This design comes from an exercise in tuning for small area and a short achievable clock period on the open sky130 flow, not from production work. At most, simulation tests tie the RTL to the original design; equivalence was not proved. No activity file was given, so power comes from the tool's default toggle rates.

==> inputs of build 14 <==
## cpu
module cpu(PC, INSTRUCTION, CLK, RESET);
    input  [31:0] INSTRUCTION;
    input         CLK, RESET;
    output [31:0] PC;
    wire       vld = (INSTRUCTION[31:28] == 4'd0);
    wire [3:0] o   = INSTRUCTION[27:24];
    wire [7:0] off = INSTRUCTION[23:16];
    wire [2:0] rd  = INSTRUCTION[18:16];
    wire [2:0] rt  = INSTRUCTION[10:8];
    wire [2:0] rs  = INSTRUCTION[2:0];
    wire [7:0] imm = INSTRUCTION[7:0];
    reg [7:0] r0, r1, r2, r3, r4, r5, r6, r7;    
    reg [7:0] e_a, e_b;                          
    reg [3:0] e_o;                               
    reg [2:0] e_rd;                              
    reg       e_we, e_br;                        
    reg       e_eq;                              
    reg [7:0] p_l;                               
    reg [21:0] p_u;                              
    reg [7:0] p_t;                               
    reg       p_c, p_s;                          
    reg       p_n;                               
    wire [7:0] res;
    wire       take;
    alu u_alu(.o(e_o), .a(e_a), .b(e_b), .br(e_br), .eq(e_eq), .res(res), .take(take));
    wire [7:0] wen;
    wdec u_wdec(.we(e_we), .rd(e_rd), .rst(RESET), .wen(wen));
    wire [7:0] wd = res & {8{~RESET}};
    always @(posedge CLK) begin
  ...
==> module pcout, before the edit <==
module pcout(l, n, u, t, c, s, take, pc);
    input  [7:0]  l, t;
    input  [21:0] u;
    input         n, c, s, take;    
    output [29:0] pc;
    wire [8:0] ln  = {1'b0, l} + 9'd1;
    wire [7:0] low = take ? t : ln[7:0];
    wire       inc = take ? (c & ~s) : n;
    wire       dec = take & ~c & s;
    wire [21:0] A, Z;
    wire [5:0] ga, gz;             
    genvar g, k;
    generate for (k = 0; k < 6; k = k + 1) begin : grp
        if (k < 5) begin : full
            assign ga[k] = &u[4*k+3:4*k];
            assign gz[k] = ~|u[4*k+3:4*k];
        end else begin : part
            assign ga[k] = &u[21:20];
            assign gz[k] = ~|u[21:20];
        end
    end endgenerate
    generate for (g = 0; g < 22; g = g + 1) begin : chain
        localparam integer G = g / 4;
        localparam integer B = g % 4;
        wire pa = (G == 0) ? 1'b1 : &ga[(G == 0 ? 0 : G - 1):0];
        wire pz = (G == 0) ? 1'b1 : &gz[(G == 0 ? 0 : G - 1):0];
        wire la, lz;
        if (B == 0) begin : b0
            assign la = 1'b1;
            assign lz = 1'b1;
        end else begin : bn
            assign la = &u[g-1:4*G];
            assign lz = ~|u[g-1:4*G];
        end
        assign A[g] = pa & la;
        assign Z[g] = pz & lz;
    end endgenerate
    assign pc = {u ^ (({22{inc}} & A) | ({22{dec}} & Z)), low};
endmodule
==> module alu, before the edit <==
module alu(o, a, b, br, eq, res, take);
    input  [3:0] o;
    input  [7:0] a, b;
    input        br, eq;
    output [7:0] res;
    output       take;
    wire s_b   = ~o[3] & ~o[2] & ~o[1];             
    wire s_add = ~o[3] & o[1];                      
    wire s_and = ~o[3] & o[2] & ~o[0];              
    wire s_or  = ~o[3] & o[2] & o[0];               
    wire s_mul = o[3] & ~o[2] & ~o[1];              
    wire s_sh  = o[3] & (o[2] | o[1]);              
    wire       sub = o[0];
    wire [7:0] sum = a + (b ^ {8{sub}}) + {7'd0, sub};
    wire [7:0] prod;
    mul8lo u_mul(.a(a), .b(b), .p(prod));
    wire [7:0] shv;
    shifter u_sh(.d(a), .imm(b), .is_sll(o[1] & ~o[0]), .out(shv));
    assign res = ({8{s_b}} & b) | ({8{s_add}} & sum) | ({8{s_and}} & (a & b)) |
                 ({8{s_or}} & (a | b)) | ({8{s_mul}} & prod) | ({8{s_sh}} & shv);
    assign take = br & (o[3] ? ~eq : (o[0] ? eq : 1'b1));
endmodule
==> module cpu, before the edit <==
module cpu(PC, INSTRUCTION, CLK, RESET);
    input  [31:0] INSTRUCTION;
    input         CLK, RESET;
    output [31:0] PC;
    wire       vld = (INSTRUCTION[31:28] == 4'd0);
    wire [3:0] o   = INSTRUCTION[27:24];
    wire [7:0] off = INSTRUCTION[23:16];
    wire [2:0] rd  = INSTRUCTION[18:16];
    wire [2:0] rt  = INSTRUCTION[10:8];
    wire [2:0] rs  = INSTRUCTION[2:0];
    wire [7:0] imm = INSTRUCTION[7:0];
    reg [7:0] r0, r1, r2, r3, r4, r5, r6, r7;    
    reg [7:0] e_a, e_b;                          
    reg [3:0] e_o;                               
    reg [2:0] e_rd;                              
    reg       e_we, e_br;                        
    reg       e_eq;                              
    reg [7:0] p_l;                               
    reg [21:0] p_u;                              
    reg [7:0] p_t;                               
    reg       p_c, p_s;                          
    reg       p_n;                               
    wire [7:0] res;
    wire       take;
    alu u_alu(.o(e_o), .a(e_a), .b(e_b), .br(e_br), .eq(e_eq), .res(res), .take(take));
    wire [7:0] wen;
    wdec u_wdec(.we(e_we), .rd(e_rd), .rst(RESET), .wen(wen));
    wire [7:0] wd = res & {8{~RESET}};
    always @(posedge CLK) begin
        if (wen[0]) r0 <= wd;
        if (wen[1]) r1 <= wd;
        if (wen[2]) r2 <= wd;
        if (wen[3]) r3 <= wd;
        if (wen[4]) r4 <= wd;
        if (wen[5]) r5 <= wd;
        if (wen[6]) r6 <= wd;
        if (wen[7]) r7 <= wd;
    end
    wire [29:0] pc;
    pcout u_pc(.l(p_l), .n(p_n), .u(p_u), .t(p_t), .c(p_c), .s(p_s), .take(take), .pc(pc));
    assign PC = {pc, 2'b00};
    wire [8:0] tsum = {1'b0, pc[7:0]} + {1'b0, off} + 9'd1;
    always @(posedge CLK) begin
        p_l <= pc[7:0] | {8{RESET}};
        p_n <= (&pc[7:0]) | RESET;
        p_u <= pc[29:8] | {22{RESET}};
        p_t <= tsum[7:0];
        p_c <= tsum[8];
        p_s <= off[7];
    end
    wire [7:0] q1, q2;
    rdmux rm1(.s(rt), .i0(r0), .i1(r1), .i2(r2), .i3(r3), .i4(r4), .i5(r5), .i6(r6), .i7(r7), .o(q1));
    rdmux rm2(.s(rs), .i0(r0), .i1(r1), .i2(r2), .i3(r3), .i4(r4), .i5(r5), .i6(r6), .i7(r7), .o(q2));
    wire f1 = e_we & (e_rd == rt);
    wire f2 = e_we & (e_rd == rs);
    wire [7:0] d1 = f1 ? res : q1;
    wire [7:0] d2 = f2 ? res : q2;
    wire we, br, use_imm;
    control_unit u_cu(.vld(vld), .o(o), .we(we), .br(br), .use_imm(use_imm));
    always @(posedge CLK) begin
        e_a  <= d1;
        e_b  <= use_imm ? imm : d2;
        e_o  <= o;
        e_rd <= rd;
        e_we <= we & ~RESET;
        e_br <= br & ~RESET;
        e_eq <= (d1 == d2);
    end
endmodule
==> module wdec, before the edit <==
module wdec(we, rd, rst, wen);
    input       we, rst;
    input [2:0] rd;
    output [7:0] wen;
    genvar i;
    generate for (i = 0; i < 8; i = i + 1) begin : g
        assign wen[i] = rst | (we & (rd == i));
    end endgenerate
endmodule
==> flow/config.mk <==
export PLATFORM = sky130hd
export DESIGN_NAME = cpu
export DESIGN_NICKNAME = cpu
export VERILOG_FILES = /design/flow/design.v
export SDC_FILE = /design/flow/constraint.sdc
export NUM_CORES = 4
export LEC_CHECK = 0
export ABC_AREA = 1
export CAP_MARGIN = 20
export CORE_MARGIN = 2
export CORE_UTILIZATION = 40
export SETUP_SLACK_MARGIN = 4.5
export SLEW_MARGIN = 20
==> flow/constraint.sdc <==
create_clock -name core_clock -period 11.0 [get_ports {CLK}]
set_input_delay 2.2000 -clock core_clock [delete_from_list [all_inputs] [get_ports {CLK}]]
set_output_delay 2.2000 -clock core_clock [all_outputs]
set_load 0.01 [all_outputs]
standard.sh (not shown) runs the stock make flow with config.mk's settings and CLKGATE_MAP_FILE= SYNTH_SCRIPT=/design/flow/synth_recipe.tcl, a recipe that flattens the netlist after the stock synthesis.
==> flow/flow/run.sh <==
#!/bin/bash
# Standard ORFS layout (the standard.sh) with: plain buf_1 port buffers,
# a lighter clock tree (clkbuf_8, no dummy loads), and a tighter setup repair target.
export BUFFER_PORTS_ARGS="-buffer_cell sky130_fd_sc_hd__buf_1"
export CTS_ARGS="-sink_clustering_enable -repair_clock_nets -buf_list sky130_fd_sc_hd__clkbuf_8 -root_buf sky130_fd_sc_hd__clkbuf_8 -sink_clustering_size 20 -dont_use_dummy_load"
bash standard.sh SETUP_SLACK_MARGIN=6.5 TNS_END_PERCENT=5 finish > standard.log 2>&1
==> trial 40: changes against build 14 <==
--- a/flow/design.v
+++ b/flow/design.v
@@ -1,24 +1,13 @@
-module pcout(l, n, u, t, c, s, take, pc);
+module pcout(l, u, ga, gz, t, take, inc, dec, pc);
     input  [7:0]  l, t;
     input  [21:0] u;
-    input         n, c, s, take;    
+    input  [4:0]  ga, gz;            
+    input         take, inc, dec;
     output [29:0] pc;
-    wire [8:0] ln  = {1'b0, l} + 9'd1;
-    wire [7:0] low = take ? t : ln[7:0];
-    wire       inc = take ? (c & ~s) : n;
-    wire       dec = take & ~c & s;
+    wire [7:0] ln  = l + 8'd1;
+    wire [7:0] low = take ? t : ln;
     wire [21:0] A, Z;
-    wire [5:0] ga, gz;             
-    genvar g, k;
-    generate for (k = 0; k < 6; k = k + 1) begin : grp
-        if (k < 5) begin : full
-            assign ga[k] = &u[4*k+3:4*k];
-            assign gz[k] = ~|u[4*k+3:4*k];
-        end else begin : part
-            assign ga[k] = &u[21:20];
-            assign gz[k] = ~|u[21:20];
-        end
-    end endgenerate
+    genvar g;
     generate for (g = 0; g < 22; g = g + 1) begin : chain
         localparam integer G = g / 4;
         localparam integer B = g % 4;
@@ -171,12 +160,10 @@
     wire fill = ~is_sll & ~imm[7] & imm[6] & d[7];
     assign out = (r2 & keep) | ({8{fill}} & ~keep);
 endmodule
-module alu(o, a, b, br, eq, res, take);
+module alu(o, a, b, res);
     input  [3:0] o;
     input  [7:0] a, b;
-    input        br, eq;
     output [7:0] res;
-    output       take;
     wire s_b   = ~o[3] & ~o[2] & ~o[1];             
     wire s_add = ~o[3] & o[1];                      
     wire s_and = ~o[3] & o[2] & ~o[0];              
@@ -191,7 +178,6 @@
     shifter u_sh(.d(a), .imm(b), .is_sll(o[1] & ~o[0]), .out(shv));
     assign res = ({8{s_b}} & b) | ({8{s_add}} & sum) | ({8{s_and}} & (a & b)) |
                  ({8{s_or}} & (a | b)) | ({8{s_mul}} & prod) | ({8{s_sh}} & shv);
-    assign take = br & (o[3] ? ~eq : (o[0] ? eq : 1'b1));
 endmodule
 module cpu(PC, INSTRUCTION, CLK, RESET);
     input  [31:0] INSTRUCTION;
@@ -208,16 +194,15 @@
     reg [7:0] e_a, e_b;                          
     reg [3:0] e_o;                               
     reg [2:0] e_rd;                              
-    reg       e_we, e_br;                        
+    reg       e_we;                              
     reg       e_eq;                              
     reg [7:0] p_l;                               
     reg [21:0] p_u;                              
     reg [7:0] p_t;                               
-    reg       p_c, p_s;                          
-    reg       p_n;                               
+    reg [4:0] p_ga, p_gz;                        
+    reg       p_te, p_tn, p_ie, p_in, p_de, p_dn;
     wire [7:0] res;
-    wire       take;
-    alu u_alu(.o(e_o), .a(e_a), .b(e_b), .br(e_br), .eq(e_eq), .res(res), .take(take));
+    alu u_alu(.o(e_o), .a(e_a), .b(e_b), .res(res));
     wire [7:0] wen;
     wdec u_wdec(.we(e_we), .rd(e_rd), .rst(RESET), .wen(wen));
     wire [7:0] wd = res & {8{~RESET}};
@@ -232,16 +217,29 @@
         if (wen[7]) r7 <= wd;
     end
     wire [29:0] pc;
-    pcout u_pc(.l(p_l), .n(p_n), .u(p_u), .t(p_t), .c(p_c), .s(p_s), .take(take), .pc(pc));
+    wire take = e_eq ? p_te : p_tn;
+    wire inc  = e_eq ? p_ie : p_in;
+    wire dec  = e_eq ? p_de : p_dn;
+    pcout u_pc(.l(p_l), .u(p_u), .ga(p_ga), .gz(p_gz), .t(p_t), .take(take), .inc(inc), .dec(dec), .pc(pc));
     assign PC = {pc, 2'b00};
     wire [8:0] tsum = {1'b0, pc[7:0]} + {1'b0, off} + 9'd1;
+    wire cpos = tsum[8] & ~off[7];                   
+    wire cneg = ~tsum[8] & off[7];                   
+    wire nall = (&pc[7:0]) | RESET;                  
+    wire tk_e = br & ~RESET & ~o[3];
+    wire tk_n = br & ~RESET & (o[3] | ~o[0]);
     always @(posedge CLK) begin
         p_l <= pc[7:0] | {8{RESET}};
-        p_n <= (&pc[7:0]) | RESET;
         p_u <= pc[29:8] | {22{RESET}};
+        p_ga <= {&pc[27:24], &pc[23:20], &pc[19:16], &pc[15:12], &pc[11:8]} | {5{RESET}};
+        p_gz <= {~|pc[27:24], ~|pc[23:20], ~|pc[19:16], ~|pc[15:12], ~|pc[11:8]} & {5{~RESET}};
         p_t <= tsum[7:0];
-        p_c <= tsum[8];
-        p_s <= off[7];
+        p_te <= tk_e;
+        p_tn <= tk_n;
+        p_ie <= tk_e ? cpos : nall;
+        p_in <= tk_n ? cpos : nall;
+        p_de <= tk_e & cneg;
+        p_dn <= tk_n & cneg;
     end
     wire [7:0] q1, q2;
     rdmux rm1(.s(rt), .i0(r0), .i1(r1), .i2(r2), .i3(r3), .i4(r4), .i5(r5), .i6(r6), .i7(r7), .o(q1));
@@ -258,7 +256,6 @@
         e_o  <= o;
         e_rd <= rd;
         e_we <= we & ~RESET;
-        e_br <= br & ~RESET;
         e_eq <= (d1 == d2);
     end
 endmodule
==> flow/flow/run.sh (replaced) <==
#!/bin/bash
# Standard ORFS layout (the standard.sh) with: plain buf_1 port buffers,
# a lighter clock tree (clkbuf_8, no dummy loads), and a tighter setup repair target.
export BUFFER_PORTS_ARGS="-buffer_cell sky130_fd_sc_hd__buf_1"
export CTS_ARGS="-sink_clustering_enable -repair_clock_nets -buf_list sky130_fd_sc_hd__clkbuf_8 -root_buf sky130_fd_sc_hd__clkbuf_8 -sink_clustering_size 20 -dont_use_dummy_load"
bash standard.sh SETUP_SLACK_MARGIN=7 TNS_END_PERCENT=5 finish > standard.log 2>&1
==> build 49: changes against build 14 <==
--- a/flow/design.v
+++ b/flow/design.v
@@ -1,24 +1,13 @@
-module pcout(l, n, u, t, c, s, take, pc);
+module pcout(l, u, ga, gz, t, take, inc, dec, pc);
     input  [7:0]  l, t;
     input  [21:0] u;
-    input         n, c, s, take;    
+    input  [4:0]  ga, gz;            
+    input         take, inc, dec;
     output [29:0] pc;
-    wire [8:0] ln  = {1'b0, l} + 9'd1;
-    wire [7:0] low = take ? t : ln[7:0];
-    wire       inc = take ? (c & ~s) : n;
-    wire       dec = take & ~c & s;
+    wire [7:0] ln  = l + 8'd1;
+    wire [7:0] low = take ? t : ln;
     wire [21:0] A, Z;
-    wire [5:0] ga, gz;             
-    genvar g, k;
-    generate for (k = 0; k < 6; k = k + 1) begin : grp
-        if (k < 5) begin : full
-            assign ga[k] = &u[4*k+3:4*k];
-            assign gz[k] = ~|u[4*k+3:4*k];
-        end else begin : part
-            assign ga[k] = &u[21:20];
-            assign gz[k] = ~|u[21:20];
-        end
-    end endgenerate
+    genvar g;
     generate for (g = 0; g < 22; g = g + 1) begin : chain
         localparam integer G = g / 4;
         localparam integer B = g % 4;
@@ -45,13 +34,13 @@
     assign br = vld & ((~o[3] & o[2] & o[1]) | (o[3] & ~o[2] & ~o[1] & ~o[0]));
     assign use_imm = (~o[3] & ~o[2] & ~o[1] & ~o[0]) | (o[3] & (o[2] | o[1]));
 endmodule
-module wdec(we, rd, rst, wen);
-    input       we, rst;
+module wdec(we, rd, wen);
+    input       we;
     input [2:0] rd;
     output [7:0] wen;
     genvar i;
     generate for (i = 0; i < 8; i = i + 1) begin : g
-        assign wen[i] = rst | (we & (rd == i));
+        assign wen[i] = we & (rd == i);
     end endgenerate
 endmodule
 module rdmux(s, i0, i1, i2, i3, i4, i5, i6, i7, o);
@@ -171,12 +160,10 @@
     wire fill = ~is_sll & ~imm[7] & imm[6] & d[7];
     assign out = (r2 & keep) | ({8{fill}} & ~keep);
 endmodule
-module alu(o, a, b, br, eq, res, take);
+module alu(o, a, b, res);
     input  [3:0] o;
     input  [7:0] a, b;
-    input        br, eq;
     output [7:0] res;
-    output       take;
     wire s_b   = ~o[3] & ~o[2] & ~o[1];             
     wire s_add = ~o[3] & o[1];                      
     wire s_and = ~o[3] & o[2] & ~o[0];              
@@ -191,7 +178,6 @@
     shifter u_sh(.d(a), .imm(b), .is_sll(o[1] & ~o[0]), .out(shv));
     assign res = ({8{s_b}} & b) | ({8{s_add}} & sum) | ({8{s_and}} & (a & b)) |
                  ({8{s_or}} & (a | b)) | ({8{s_mul}} & prod) | ({8{s_sh}} & shv);
-    assign take = br & (o[3] ? ~eq : (o[0] ? eq : 1'b1));
 endmodule
 module cpu(PC, INSTRUCTION, CLK, RESET);
     input  [31:0] INSTRUCTION;
@@ -207,19 +193,17 @@
     reg [7:0] r0, r1, r2, r3, r4, r5, r6, r7;    
     reg [7:0] e_a, e_b;                          
     reg [3:0] e_o;                               
-    reg [2:0] e_rd;                              
-    reg       e_we, e_br;                        
+    reg [7:0] e_wh;                              
     reg       e_eq;                              
     reg [7:0] p_l;                               
     reg [21:0] p_u;                              
     reg [7:0] p_t;                               
-    reg       p_c, p_s;                          
-    reg       p_n;                               
+    reg [4:0] p_ga, p_gz;                        
+    reg       p_te, p_tn, p_ie, p_in, p_de, p_dn;
     wire [7:0] res;
-    wire       take;
-    alu u_alu(.o(e_o), .a(e_a), .b(e_b), .br(e_br), .eq(e_eq), .res(res), .take(take));
+    alu u_alu(.o(e_o), .a(e_a), .b(e_b), .res(res));
     wire [7:0] wen;
-    wdec u_wdec(.we(e_we), .rd(e_rd), .rst(RESET), .wen(wen));
+    assign wen = e_wh | {8{RESET}};
     wire [7:0] wd = res & {8{~RESET}};
     always @(posedge CLK) begin
         if (wen[0]) r0 <= wd;
@@ -232,33 +216,46 @@
         if (wen[7]) r7 <= wd;
     end
     wire [29:0] pc;
-    pcout u_pc(.l(p_l), .n(p_n), .u(p_u), .t(p_t), .c(p_c), .s(p_s), .take(take), .pc(pc));
+    wire take = e_eq ? p_te : p_tn;
+    wire inc  = e_eq ? p_ie : p_in;
+    wire dec  = e_eq ? p_de : p_dn;
+    pcout u_pc(.l(p_l), .u(p_u), .ga(p_ga), .gz(p_gz), .t(p_t), .take(take), .inc(inc), .dec(dec), .pc(pc));
     assign PC = {pc, 2'b00};
     wire [8:0] tsum = {1'b0, pc[7:0]} + {1'b0, off} + 9'd1;
+    wire cpos = tsum[8] & ~off[7];                   
+    wire cneg = ~tsum[8] & off[7];                   
+    wire nall = (&pc[7:0]) | RESET;                  
+    wire tk_e = br & ~RESET & ~o[3];
+    wire tk_n = br & ~RESET & (o[3] | ~o[0]);
     always @(posedge CLK) begin
         p_l <= pc[7:0] | {8{RESET}};
-        p_n <= (&pc[7:0]) | RESET;
         p_u <= pc[29:8] | {22{RESET}};
+        p_ga <= {&pc[27:24], &pc[23:20], &pc[19:16], &pc[15:12], &pc[11:8]} | {5{RESET}};
+        p_gz <= {~|pc[27:24], ~|pc[23:20], ~|pc[19:16], ~|pc[15:12], ~|pc[11:8]} & {5{~RESET}};
         p_t <= tsum[7:0];
-        p_c <= tsum[8];
-        p_s <= off[7];
+        p_te <= tk_e;
+        p_tn <= tk_n;
+        p_ie <= tk_e ? cpos : nall;
+        p_in <= tk_n ? cpos : nall;
+        p_de <= tk_e & cneg;
+        p_dn <= tk_n & cneg;
     end
     wire [7:0] q1, q2;
     rdmux rm1(.s(rt), .i0(r0), .i1(r1), .i2(r2), .i3(r3), .i4(r4), .i5(r5), .i6(r6), .i7(r7), .o(q1));
     rdmux rm2(.s(rs), .i0(r0), .i1(r1), .i2(r2), .i3(r3), .i4(r4), .i5(r5), .i6(r6), .i7(r7), .o(q2));
-    wire f1 = e_we & (e_rd == rt);
-    wire f2 = e_we & (e_rd == rs);
+    wire f1 = e_wh[rt];
+    wire f2 = e_wh[rs];
     wire [7:0] d1 = f1 ? res : q1;
     wire [7:0] d2 = f2 ? res : q2;
+    wire [7:0] wh;
     wire we, br, use_imm;
     control_unit u_cu(.vld(vld), .o(o), .we(we), .br(br), .use_imm(use_imm));
+    wdec u_wdec(.we(we & ~RESET), .rd(rd), .wen(wh));
     always @(posedge CLK) begin
         e_a  <= d1;
         e_b  <= use_imm ? imm : d2;
         e_o  <= o;
-        e_rd <= rd;
-        e_we <= we & ~RESET;
-        e_br <= br & ~RESET;
+        e_wh <= wh;
         e_eq <= (d1 == d2);
     end
 endmodule
==> flow/flow/run.sh (replaced) <==
#!/bin/bash
# Standard ORFS layout (the standard.sh) with: plain buf_1 port buffers,
# a lighter clock tree (clkbuf_8, no dummy loads), and a tighter setup repair target.
export BUFFER_PORTS_ARGS="-buffer_cell sky130_fd_sc_hd__buf_1"
export CTS_ARGS="-sink_clustering_enable -repair_clock_nets -buf_list sky130_fd_sc_hd__clkbuf_8 -root_buf sky130_fd_sc_hd__clkbuf_8 -sink_clustering_size 20 -dont_use_dummy_load"
bash standard.sh SETUP_SLACK_MARGIN=6.5 TNS_END_PERCENT=5 CORE_UTILIZATION=55 finish > standard.log 2>&1
==> comparison table <==
Arithmetic-cell share of the synthesized area counting full adders, half adders and majority gates: build 14 0.0670; build 49 0.0603; trial 40 0.0638
Crit Reg-Reg Startpoint: build 14 e_b[2]; build 49 e_b[1]; trial 40 e_eq
Finished Cell Area: build 14 9880 um2; build 49 9920 um2; trial 40 10100 um2
Setup Crit Path Kind: build 14 reg -> out; build 49 reg -> out; trial 40 reg -> reg
Post-layout instance count excluding filler cells: build 14 1570; build 49 1542; trial 40 1565
Required time of the worst setup path: build 14 8.80 ns; build 49 8.80 ns; trial 40 11.38 ns
Drt first-iter violations: build 14 671; build 49 709; trial 40 593
Switching Share: build 14 0.395; build 49 0.428; trial 40 0.394
Number of setup buffers added after CTS: build 14 13; build 49 0; trial 40 26
Run status: build 14 no timing/DRC/antenna violations; build 49 no timing/DRC/antenna violations; trial 40 no timing/DRC/antenna violations
Die Area: build 14 23100 um2; build 49 18000 um2; trial 40 23300 um2
Power dissipated by switching net loads: build 14 634 uW; build 49 863 uW; trial 40 726 uW
Std-Cell Core Area: build 14 21700 um2; build 49 16600 um2; trial 40 21800 um2
Maximum achievable frequency: build 14 220 MHz; build 49 228 MHz; trial 40 230 MHz
Number of signal-net inverters in the final layout: build 14 219; build 49 218; trial 40 224
Only the layout flow was run in build 14 and build 49; the RTL was not checked for function there.

[port drivers added, routing unchanged]
No port has a modelled driver above. Below, the same layouts with a new extraction and two added sets of constraints. Step 1, drivers: a clkbuf_16 drives CLK and a buf_2 each remaining input, both assumed. Step 2 adds t to the input delays and takes it off the output delays; t is the mean of the earliest and latest rising clock arrival at the registers after step 1. Input paths then give back, and output paths get back, about the clock's delay inside the block. Slacks: ideal ports / drivers / drivers and shift; pairs: ideal ports / drivers.
run | t (ns) | setup WS [ns] | worst setup path after step 2 | slew at the worst register clock pin (ns) | cell pins on the clock port's net
build 14 | 0.468 | 6.453 / 6.415 / 6.296 | input to register | 0.08 / 0.08 | 1
trial 40 | 0.473 | 6.650 / 6.620 / 6.588 | input to register | 0.08 / 0.08 | 1
build 49 | 0.494 | 6.612 / 6.573 / 6.159 | input to register | 0.10 / 0.10 | 1
After both steps every run listed still meets setup and hold. The setup slack of build 49, which loses most, moves by -0.039 ns with the drivers and by -0.453 ns with both steps.
